Context: an optimization exercise on an open-source flow, tuned for small area, a short achievable clock period and few clock cycles per item. The choices shown serve that exercise and are no tape-out recipe. The RTL was checked by simulation tests, not by an equivalence proof against the original design.

==> flow/design.v (excerpt) <==
module axis_averaging_filter #(
    parameter R_I=5, C_I=5, W_I=8, R_K=3, C_K=3,
              DEPTH = $clog2(R_K*C_K),
              LATENCY = DEPTH + 1)(
    input                       clk, rstn,
    output                      s_axis_averaging_ready,
    input                       s_axis_averaging_valid,
    input  [R_I*C_I*W_I-1:0]    s_axis_averaging_data,
    input                       m_axis_averaging_ready,
    output                      m_axis_averaging_valid,
    output [R_I*C_I*W_I-1:0]    m_axis_averaging_data
);
    wire [294:0] sums, sums_q;
    averaging_filter AVERAGING_FILTER (
        .img(s_axis_averaging_data),
        .sums(sums)
    );
    skid_buffer #(.WIDTH(295)) SKID (
        .clk(clk), .rstn(rstn),
        .s_ready(s_axis_averaging_ready),
        .s_valid(s_axis_averaging_valid),
        .s_data (sums),
        .m_ready(m_axis_averaging_ready),
        .m_valid(m_axis_averaging_valid),
        .m_data (sums_q)
    );
    divide_all DIVIDE (
        .sums(sums_q),
        .final_img(m_axis_averaging_data)
    );
endmodule
Size in the first run: roughly 2,100 cells after synthesis, about 270 flip-flops, roughly 410 I/O pins, ~26,000 um^2 of cells after synthesis.
export LEC_CHECK = 0
export CAP_MARGIN = 20
export CORE_MARGIN = 2
export CORE_UTILIZATION = 55
export CTS_BUF_LIST = sky130_fd_sc_hd__clkbuf_8
export CTS_CLUSTER_DIAMETER = 60
export CTS_CLUSTER_SIZE = 15
export SETUP_SLACK_MARGIN = 1.8
export SLEW_MARGIN = 20
create_clock -name core_clock -period 8.5 [get_ports {clk}]
standard.sh (not shown) runs the stock make flow with config.mk's settings and CLKGATE_MAP_FILE= SYNTH_SCRIPT=/design/flow/synth_recipe.tcl, a recipe that flattens the netlist after the stock synthesis.
==> flow/flow/run.sh <==
#!/bin/bash
# Layout flow: the standard ORFS flow (standard.sh), except that
#  - the combinational leaf modules listed in flow/premap.json are mapped to
#    cells first (premap.py) and handed to the standard synthesis as fixed
#    netlists; registers and all other logic go through standard synthesis;
#  - the port buffers are sky130_fd_sc_hd__buf_1 cells.
# Each tool's output goes to a log file in this folder.
set -uo pipefail
cd "$(dirname "$0")/.."
if ! python3 flow/premap.py > premap.log 2>&1; then
    echo "premap failed, using the design as is" >> premap.log
    cp design.v design_premapped.v
fi
bash standard.sh VERILOG_FILES=$PWD/design_premapped.v \
    BUFFER_PORTS_ARGS="-buffer_cell sky130_fd_sc_hd__buf_1" > standard.log 2>&1
Other scripts of this flow, unchanged in this note and not shown: flow/flow/div9_w10.v, flow/flow/div9_w11.v, flow/flow/div9_w11p.v, flow/flow/div9_w12p.v, flow/flow/premap.json, flow/flow/premap.py
Testbench counts at the start, summed over its fixed seeds: cycles 2,056, items 2,048.
Edit:
Settings changed: SETUP_SLACK_MARGIN 1.8 to 1.3.
After rerunning:
- maximum frequency drops by a few percent
- die area stays the same
- wire length climbs slightly
- cell area drops by a few percent
- area after synthesis is unchanged
- via count drops slightly
- count of clock-buffer cells in the layout does not change
- sequential share of layout area climbs by 1.6 points
- non-clock buffer count drops by 63
- critical path depth does not change
Edit:
Settings changed: SETUP_SLACK_MARGIN 1.3 to 2.1.
What happened:
- The changed run passed the timing, DRC and antenna checks
- utilization went up by 10 points
- wire length increases by 5.8%
- worst hold slack stays flat
- area after synthesis is unchanged
- die area does not change
Edit:
Settings changed: CAP_MARGIN 20 to 5, SETUP_SLACK_MARGIN 2.1 to 1.7, SLEW_MARGIN 20 to 5.
=> Worst setup slack gets worse by 0.15 ns. Wire length goes down by 7.4%. Register-to-register slack is better by 0.28 ns. Clock-buffer cell count stays the same. Maximum frequency falls by 2.3%. Final area is lower by 11%. Sequential cell count is unchanged. Area after synthesis does not change.
Edit:
Settings changed: CAP_MARGIN 5 to 20, SETUP_SLACK_MARGIN 1.7 to 1.5, SLEW_MARGIN 5 to 20.
=> Via count grows by 0.74%; sequential share of layout area goes up by 0.55 points; routed wire length rose by 2.8%; first-iteration DRC count hardly moves.

========
axis_averaging_filter again, from the RTL that the note above started with.
clock: 8.5 ns
lec_check: 0
cap_margin: 20
core_margin: 2
core_utilization: 55
cts_buf_list: sky130_fd_sc_hd__clkbuf_8
cts_cluster_diameter: 60
cts_cluster_size: 15
gpl_routability_driven: 0
setup_slack_margin: 1.7
slew_margin: 20
Scripts as last shown in full above: flow/flow/run.sh
Other scripts of this flow, unchanged in this note and not shown: flow/flow/div9_w10.v, flow/flow/div9_w11.v, flow/flow/div9_w11p.v, flow/flow/div9_w12p.v, flow/flow/premap.json, flow/flow/premap.py
The starting point produced a clean layout.
Testbench counts at the start, summed over its fixed seeds: cycles 2,056, items 2,048.
Edit:
--- a/flow/config.mk
+++ b/flow/config.mk
@@ -10,7 +10,6 @@
 export CORE_UTILIZATION = 55
 export CTS_BUF_LIST = sky130_fd_sc_hd__clkbuf_8
-export CTS_CLUSTER_DIAMETER = 60
-export CTS_CLUSTER_SIZE = 15
-export GPL_ROUTABILITY_DRIVEN = 0
+export CTS_CLUSTER_DIAMETER = 65
+export CTS_CLUSTER_SIZE = 17
 export SETUP_SLACK_MARGIN = 1.7
 export SLEW_MARGIN = 20
- non-clock buffer count went down by 5
- worst hold slack gets better by 0.0038 ns
- routed wire length came out higher by a few percent

========
Setup of build 94:
Starting RTL as in the previous note.
==> flow/config.mk <==
export PLATFORM = sky130hd
export DESIGN_NAME = axis_averaging_filter
export DESIGN_NICKNAME = axis_averaging_filter
export VERILOG_FILES = /design/flow/design.v
export SDC_FILE = /design/flow/constraint.sdc
export NUM_CORES = 8
export LEC_CHECK = 0
export CAP_MARGIN = 20
export CORE_MARGIN = 2
export CORE_UTILIZATION = 55
export CTS_BUF_LIST = sky130_fd_sc_hd__clkbuf_8
export CTS_CLUSTER_DIAMETER = 60
export CTS_CLUSTER_SIZE = 15
export SETUP_SLACK_MARGIN = 1.6
export SLEW_MARGIN = 20
==> flow/constraint.sdc <==
create_clock -name core_clock -period 8.5 [get_ports {clk}]
set_input_delay 1.7000 -clock core_clock [delete_from_list [all_inputs] [get_ports {clk}]]
set_output_delay 1.7000 -clock core_clock [all_outputs]
set_load 0.01 [all_outputs]
Scripts as last shown in full above: flow/flow/run.sh
Other scripts of this flow, unchanged in this note and not shown: flow/flow/div9_w10.v, flow/flow/div9_w11.v, flow/flow/div9_w11p.v, flow/flow/div9_w12p.v, flow/flow/premap.json, flow/flow/premap.py
Build 94: full flow OK, the timing, DRC and antenna checks passed
Testbench counts of build 94, summed over its fixed seeds: cycles 2,056, items 2,048.
Input changes introduced in build 91 (baseline for comparison: build 94):
Settings: a change of SETUP_SLACK_MARGIN from 1.6 to 1.7.
[summary]
Diff build 94 -> build 91: global-route wire length before repair lower; transition time of the tightest slew-check pin higher.
On build 91: maximum fanout along the worst path is 1 lower than what build 94 gave.
Input changes introduced in build 29 (baseline for comparison: build 91):
Settings: swapping 1.7 for 1.9 in SETUP_SLACK_MARGIN.
[summary]
Looking at share of cells above drive strength 1 across build 29 and build 91, the one that comes out higher is build 29. Summary — via count of the first global-routing pass, build 29 relative to build 91: higher, by 0.80%. Per the comparison of build 29 with build 91, proportion of cell area occupied by multi-input gates has decreased, worst setup slack higher. NOTE cell count build 91->build 29 increased by a few percent. Build 91 ended up with sky130_fd_sc_hd__fa_1 as its cell with the largest stage delay on the worst path; build 29 ended up with sky130_fd_sc_hd__fa_2. Multi-input gate area in the final layout in build 29 is 4.8% above build 91. [compare] base=build 91 new=build 29: final critical-path share of the clock period dropped 1.7 points; maximum cell stage delay along the critical path dropped 0.16 ns.

========
## delta
Another version of the RTL of axis_averaging_filter (not shown whole).
Size in the first run: about 270 flip-flops, about 410 I/O pins, ~26,000 sq um of cells after synthesis.
export LEC_CHECK = 0
export CAP_MARGIN = 20
export CORE_MARGIN = 2
export CORE_UTILIZATION = 55
export CTS_BUF_LIST = sky130_fd_sc_hd__clkbuf_4 sky130_fd_sc_hd__clkbuf_8
export SETUP_SLACK_MARGIN = 2.0
export SLEW_MARGIN = 20
create_clock -name core_clock -period 8.5 [get_ports {clk}]
Scripts as last shown in full above: flow/flow/run.sh
Other scripts of this flow, unchanged in this note and not shown: flow/flow/div9_w10.v, flow/flow/div9_w11.v, flow/flow/div9_w11p.v, flow/flow/div9_w12p.v, flow/flow/premap.json, flow/flow/premap.py
delta finished end to end and its layout was clean on timing, DRC and antenna.
Testbench counts of delta, summed over its fixed seeds: cycles 2,056, items 2,048.
Changes in fjord relative to delta:
--- a/flow/config.mk
+++ b/flow/config.mk
@@ -12 +12 @@
-export SETUP_SLACK_MARGIN = 2.0
+export SETUP_SLACK_MARGIN = 1.6
[summary]
- fjord reached the end of the flow, and the finished layout is clean on the timing, DRC and antenna checks.
- Min routed wire length across fjord and delta: fjord
- Going from delta to fjord, detailed-routed wire length on met3 now smaller, met2 wire length now smaller, upper clock frequency limit now larger.
- delta → fjord: count of flip-flops and latches held, area of the die held, data-path buffer share of cell area in the final layout went down 6.3 points.
- delta → fjord: clock period minus final worst setup slack now sits lower, final cell area excluding filler cells saw a decrease.
Relative to fjord, the following input files were edited for maple:
--- a/flow/config.mk
+++ b/flow/config.mk
@@ -11,2 +11,3 @@
-export CTS_BUF_LIST = sky130_fd_sc_hd__clkbuf_4 sky130_fd_sc_hd__clkbuf_8
-export SETUP_SLACK_MARGIN = 1.6
+export CTS_BUF_LIST = sky130_fd_sc_hd__clkbuf_4
+export CTS_CLUSTER_SIZE = 40
+export SETUP_SLACK_MARGIN = 1.3
## What came out
fjord -> maple: number of global-route vias before repair decreased slightly
maple vs fjord: final cell count down slightly
Compared to fjord, maple shows a narrower setup margin.
Global routing usage on met1 up 1.5 points in maple wrt fjord
Summary of maple over fjord: hold slack up 8.8 ps, area growth from synthesis to final layout down 5.9 points, total non-filler cell area in the finished layout down 1500 sq um.
### maple -> juniper
--- a/flow/config.mk
+++ b/flow/config.mk
@@ -10,3 +10,3 @@
-export CORE_UTILIZATION = 55
-export CTS_BUF_LIST = sky130_fd_sc_hd__clkbuf_4
-export CTS_CLUSTER_SIZE = 40
+export CORE_UTILIZATION = 65
+export CTS_BUF_LIST = sky130_fd_sc_hd__clkbuf_4 sky130_fd_sc_hd__clkbuf_8
+export PLACE_DENSITY = 0.8
Notes after the runs:
Side by side, core utilization turned out higher in juniper than in maple. juniper against maple: starting utilization of the core area now larger, finished layout cell area now smaller.

-- separate check: timing with driven ports --
The flow's constraints put no driver on any port. The routed layouts listed below were extracted and timed again, unchanged, in two steps. Step 1 (the two cells are an assumption about what drives the block):
set clk [get_ports {clk}]
set_driving_cell -lib_cell sky130_fd_sc_hd__clkbuf_16 $clk
set_driving_cell -lib_cell sky130_fd_sc_hd__buf_2 [delete_from_list [all_inputs] $clk]
Step 2 moves the port delays by t, midway between the first and last clock arrival at a register: inputs arrive t later, outputs are due t later. That takes back most of the time a late clock gives input paths. a / b / c = ideal ports / drivers / drivers and shift; a / b = the first two.
| run | t (ns) | setup WS [ns] | worst setup path at the end | clock arrival spread, ns | worst slew at a driven data input, ns |
|---|---|---|---|---|---|
| the first run of note 1 | 0.685 | 1.885 / 1.849 / 1.227 | input to register | 0.016 / 0.016 | 0.11 |
| the second run of note 1 | 0.684 | 1.413 / 1.437 / 0.765 | input to register | 0.051 / 0.051 | 0.12 |
| the third run of note 1 | 0.701 | 1.945 / 1.886 / 1.395 | input to register | 0.042 / 0.042 | 0.11 |
| the fourth run of note 1 | 0.682 | 1.791 / 1.820 / 1.137 | input to register | 0.042 / 0.043 | 0.11 |
| the fifth run of note 1 | 0.688 | 1.613 / 1.622 / 0.959 | input to register | 0.051 / 0.052 | 0.11 |
| the first run of note 2 | 0.685 | 1.819 / 1.781 / 1.162 | input to register | 0.042 / 0.042 | 0.11 |
| the second run of note 2 | 0.662 | 1.827 / 1.833 / 1.192 | input to register | 0.034 / 0.034 | 0.11 |
| build 94 | 0.714 | 1.670 / 1.706 / 0.992 | input to register | 0.048 / 0.047 | 0.11 |
| build 91 | 0.682 | 1.791 / 1.820 / 1.137 | input to register | 0.042 / 0.043 | 0.11 |
| build 29 | 0.709 | 1.936 / 1.878 / 1.271 | input to register | 0.021 / 0.022 | 0.09 |
| delta | 0.694 | 1.558 / 1.500 / 1.050 | input to register | 0.043 / 0.044 | 0.13 |
| fjord | 0.698 | 1.646 / 1.665 / 0.967 | input to register | 0.047 / 0.047 | 0.12 |
| maple | 0.861 | 1.320 / 1.262 / 0.679 | input to register | 0.034 / 0.034 | 0.13 |
| juniper | 0.698 | 1.223 / 1.167 / 0.708 | input to register | 0.043 / 0.042 | 0.11 |
After both steps setup and hold are still met in every run listed. The setup slack of fjord, which loses most, moves by +0.019 ns with the drivers and by -0.679 ns with both steps.
